Source: an optimization exercise on an open RTL-to-GDS flow (aim: small area). Production flows keep margins and buffers that such runs may drop.
Function was checked by simulation only, so behaviour that the tests miss may differ from the original.
Power is estimated from default activity; no workload was simulated.

==> flow/design.v <==
`timescale 1ns / 1ps
module UART_TOP(
    input clk,
    input reset_p,
    input Rx_x,Rx_y,
    input  [15:0] value,
    output [3:0] com,
    output [7:0] seg_7,
    output hsync,
    output vsync,
    output [11:0] rgb);
    reg [13:0] s;
    wire w = s[12] & s[11] & ~s[8] & s[7] & ~s[6] & ~s[5] & ~s[4]
           & s[3] & ~s[2] & ~s[1] & s[0];
    always @(posedge clk or posedge reset_p)
        if (reset_p) s <= 14'h3912;
        else         s <= {s[12:0], s[13] ^ (s[0] | s[3]) ^ w};
    wire [7:0] pos_x, pos_y;
    UART_RX rx_x(.clk(clk), .reset_p(reset_p), .Rx(Rx_x), .w(w), .Rx_data(pos_x));
    UART_RX rx_y(.clk(clk), .reset_p(reset_p), .Rx(Rx_y), .w(w), .Rx_data(pos_y));
    reg [16:0] d;
    reg first;
    reg [16:0] d_inc;
    reg cy;
    integer i;
    always @(*) begin
        cy = 1'b1;
        for (i = 0; i < 17; i = i + 1) begin
            d_inc[i] = d[i] ^ cy;
            cy = cy & d[i];
        end
    end
    always @(posedge clk or posedge reset_p)
        if (reset_p) begin
            d     <= 17'h1fffe;
            first <= 1'b1;
        end else begin
            d     <= d_inc;
            first <= first & ~d[0];
        end
    wire ev_col = (d[4:0] == 5'd30) & ~first;
    wire ev_com = (&d) & ~first;
    reg [2:0] hm;
    reg [4:0] hq;
    reg [4:0] vr;
    reg [4:0] vq;
    reg box;
    always @(posedge clk or posedge reset_p)
        if (reset_p) begin
            hm <= 0; hq <= 0; vr <= 0; vq <= 0;
        end else if (ev_col) begin
            if (hm != 3'd4) hm <= hm + 3'd1;
            else begin
                hm <= 0;
                if (hq != 5'd19) hq <= hq + 5'd1;
                else begin
                    hq <= 0;
                    if (vq == 5'd17 && vr == 5'd14) begin
                        vq <= 0; vr <= 0;
                    end else if (vr == 5'd29) begin
                        vr <= 0; vq <= vq + 5'd1;
                    end else
                        vr <= vr + 5'd1;
                end
            end
        end
    always @(posedge clk or posedge reset_p)
        if (reset_p) begin
            box <= 0;
        end else begin
            box <= pos_x == {3'd0, hq} && pos_y == {3'd0, vq};
        end
    wire video_on = ~hq[4] & ~vq[4];
    wire col_moved = &d[4:0];
    assign hsync = hq == 5'd17
                 || (hq == 5'd16 && (hm >= 3'd3 || (hm == 3'd2 && !col_moved)))
                 || (hq == 5'd18 && (hm <= 3'd3 || col_moved));
    wire line_moved = col_moved && hm == 3'd0 && hq == 5'd0;
    assign vsync = vq == 5'd17
                 && (vr == 5'd4 || (vr == 5'd3 && !line_moved) || (vr == 5'd5 && line_moved));
    assign rgb = {12{video_on & box}};
    reg [1:0] digit;
    always @(posedge clk or posedge reset_p)
        if (reset_p)     digit <= 0;
        else if (ev_com) digit <= digit + 2'd1;
    assign com = ~(4'b0001 << digit);
    reg [3:0] hex_value;
    always @(posedge clk)
        case (digit)
            2'd0: hex_value <= pos_x[3:0];
            2'd1: hex_value <= pos_x[7:4];
            2'd2: hex_value <= pos_y[3:0];
            2'd3: hex_value <= pos_y[7:4];
        endcase
    decoder_7seg dec_7seg(.hex_value(hex_value), .seg_7(seg_7));
endmodule
module UART_RX(
    input clk, reset_p,
    input Rx,
    input w,
    output reg [7:0] Rx_data);
    reg [3:0] st;
    always @(posedge clk or posedge reset_p)
        if (reset_p) st <= 4'b1001;
        else if (w) begin
            case (st)
            4'b0000: st <= 4'b0001;
            4'b0001: st <= 4'b0010;
            4'b0010: st <= 4'b0011;
            4'b0011: st <= 4'b0100;
            4'b0100: st <= 4'b0101;
            4'b0101: st <= 4'b0110;
            4'b0110: st <= 4'b0111;
            4'b0111: st <= 4'b1000;
            4'b1000: st <= 4'b1001;
            default: if (!Rx) st <= 4'b0000;
            endcase
        end
    integer i;
    always @(posedge clk or posedge reset_p)
        if (reset_p) Rx_data <= 0;
        else for (i = 0; i < 8; i = i + 1)
            if (!w && st == i) Rx_data[i] <= Rx;
endmodule
module decoder_7seg(
    input [3:0] hex_value,
    output [7:0] seg_7);
    wire [127:0] table_7seg = {
        8'b0111_0001, 8'b0110_0001, 8'b1000_0101, 8'b0110_0011,   
        8'b1100_0001, 8'b0000_0101, 8'b0000_1001, 8'b0000_0001,   
        8'b0001_1111, 8'b0100_0001, 8'b0100_1001, 8'b1001_1001,   
        8'b0000_1101, 8'b0010_0101, 8'b1001_1111, 8'b0000_0011};  
    assign seg_7 = table_7seg[hex_value*8 +: 8];
endmodule
clock: 10.0 ns
lec_check: 0
cap_margin: 20
core_margin: 2
core_utilization: 70
slew_margin: 20
standard.sh (not shown) runs the stock make flow with config.mk's settings and CLKGATE_MAP_FILE= SYNTH_SCRIPT=/design/flow/synth_recipe.tcl, a recipe that flattens the netlist after the stock synthesis.
==> flow/flow/run.sh <==
#!/bin/bash
# Standard ORFS layout with two changes: port buffers use the smallest
# buffer cell, and clock tree synthesis adds no dummy loads.
cp standard.sh standard_sh.txt
export BUFFER_PORTS_ARGS="-buffer_cell sky130_fd_sc_hd__buf_1"
export CTS_ARGS="-sink_clustering_enable -repair_clock_nets -dont_use_dummy_load"
bash standard.sh > standard.log 2>&1
Edit:
--- a/flow/design.v
+++ b/flow/design.v
@@ -41,13 +41,13 @@
     wire ev_col = (d[4:0] == 5'd30) & ~first;
     wire ev_com = (&d) & ~first;
     reg [2:0] hm;
     reg [4:0] hq;
     reg [4:0] vr;
     reg [4:0] vq;
-    reg box;
+    reg hs, vs, box;
     always @(posedge clk or posedge reset_p)
         if (reset_p) begin
             hm <= 0; hq <= 0; vr <= 0; vq <= 0;
         end else if (ev_col) begin
             if (hm != 3'd4) hm <= hm + 3'd1;
             else begin
@@ -63,24 +63,21 @@
                         vr <= vr + 5'd1;
                 end
             end
         end
     always @(posedge clk or posedge reset_p)
         if (reset_p) begin
-            box <= 0;
+            hs <= 0; vs <= 0; box <= 0;
         end else begin
+            hs  <= (hq == 5'd16 && hm >= 3'd2) || hq == 5'd17 || (hq == 5'd18 && hm <= 3'd3);
+            vs  <= vq == 5'd17 && (vr == 5'd3 || vr == 5'd4);
             box <= pos_x == {3'd0, hq} && pos_y == {3'd0, vq};
         end
     wire video_on = ~hq[4] & ~vq[4];
-    wire col_moved = &d[4:0];
-    assign hsync = hq == 5'd17
-                 || (hq == 5'd16 && (hm >= 3'd3 || (hm == 3'd2 && !col_moved)))
-                 || (hq == 5'd18 && (hm <= 3'd3 || col_moved));
-    wire line_moved = col_moved && hm == 3'd0 && hq == 5'd0;
-    assign vsync = vq == 5'd17
-                 && (vr == 5'd4 || (vr == 5'd3 && !line_moved) || (vr == 5'd5 && line_moved));
+    assign hsync = hs;
+    assign vsync = vs;
     assign rgb = {12{video_on & box}};
     reg [1:0] digit;
     always @(posedge clk or posedge reset_p)
         if (reset_p)     digit <= 0;
         else if (ev_com) digit <= digit + 2'd1;
     assign com = ~(4'b0001 << digit);
@@ -121,14 +118,28 @@
         if (reset_p) Rx_data <= 0;
         else for (i = 0; i < 8; i = i + 1)
             if (!w && st == i) Rx_data[i] <= Rx;
 endmodule
 module decoder_7seg(
     input [3:0] hex_value,
-    output [7:0] seg_7);
-    wire [127:0] table_7seg = {
-        8'b0111_0001, 8'b0110_0001, 8'b1000_0101, 8'b0110_0011,   
-        8'b1100_0001, 8'b0000_0101, 8'b0000_1001, 8'b0000_0001,   
-        8'b0001_1111, 8'b0100_0001, 8'b0100_1001, 8'b1001_1001,   
-        8'b0000_1101, 8'b0010_0101, 8'b1001_1111, 8'b0000_0011};  
-    assign seg_7 = table_7seg[hex_value*8 +: 8];
+    output reg [7:0] seg_7);
+    always @(*) begin
+        case(hex_value)
+            0  : seg_7 = 8'b0000_0011;   
+            1  : seg_7 = 8'b1001_1111;   
+            2  : seg_7 = 8'b0010_0101;   
+            3  : seg_7 = 8'b0000_1101;   
+            4  : seg_7 = 8'b1001_1001;   
+            5  : seg_7 = 8'b0100_1001;   
+            6  : seg_7 = 8'b0100_0001;   
+            7  : seg_7 = 8'b0001_1111;   
+            8  : seg_7 = 8'b0000_0001;   
+            9  : seg_7 = 8'b0000_1001;   
+            10 : seg_7 = 8'b0000_0101;   
+            11 : seg_7 = 8'b1100_0001;   
+            12 : seg_7 = 8'b0110_0011;   
+            13 : seg_7 = 8'b1000_0101;   
+            14 : seg_7 = 8'b0110_0001;   
+            15 : seg_7 = 8'b0111_0001;   
+        endcase
+    end
 endmodule
After rerunning: The new run completed without violations. Via count goes down by 2.0%. Cell area goes up by 3.0%. Worst hold slack improves by 8.5 ps. Setup slack improves by 570 ps. Die area goes up by 2.6%. Power goes up by 1.6%. First-iteration DRC count goes down by 51%. Combinational power goes down by 33%. Global-route usage is about the same.

static timing again, ports no longer ideal:
In the flow no input, the clock included, has a driving cell. The finished layouts below were timed again as built, in two steps.
Step 1, drivers: a clkbuf_16 drives clk and a buf_2 each remaining input, both assumed.
Step 2 also shifts input and output timing later by t, the mid clock arrival at the registers, as if the neighbouring blocks saw the same clock.
Slacks: ideal / step 1 / step 2; pairs: ideal / step 1.
| run | shift t [ns] | setup slack, ns | latest minus earliest clock arrival (ns) | slew at the worst register clock pin (ns) | worst data-port slew with drivers (ns) |
|---|---|---|---|---|---|
| the first run | 0.357 | 5.545 / 5.516 / 5.873 | 0.023 / 0.023 | 0.08 / 0.08 | 0.04 |
| the second run | 0.378 | 6.117 / 6.082 / 6.460 | 0.017 / 0.018 | 0.08 / 0.08 | 0.03 |
After both steps setup and hold are still met in every run listed.
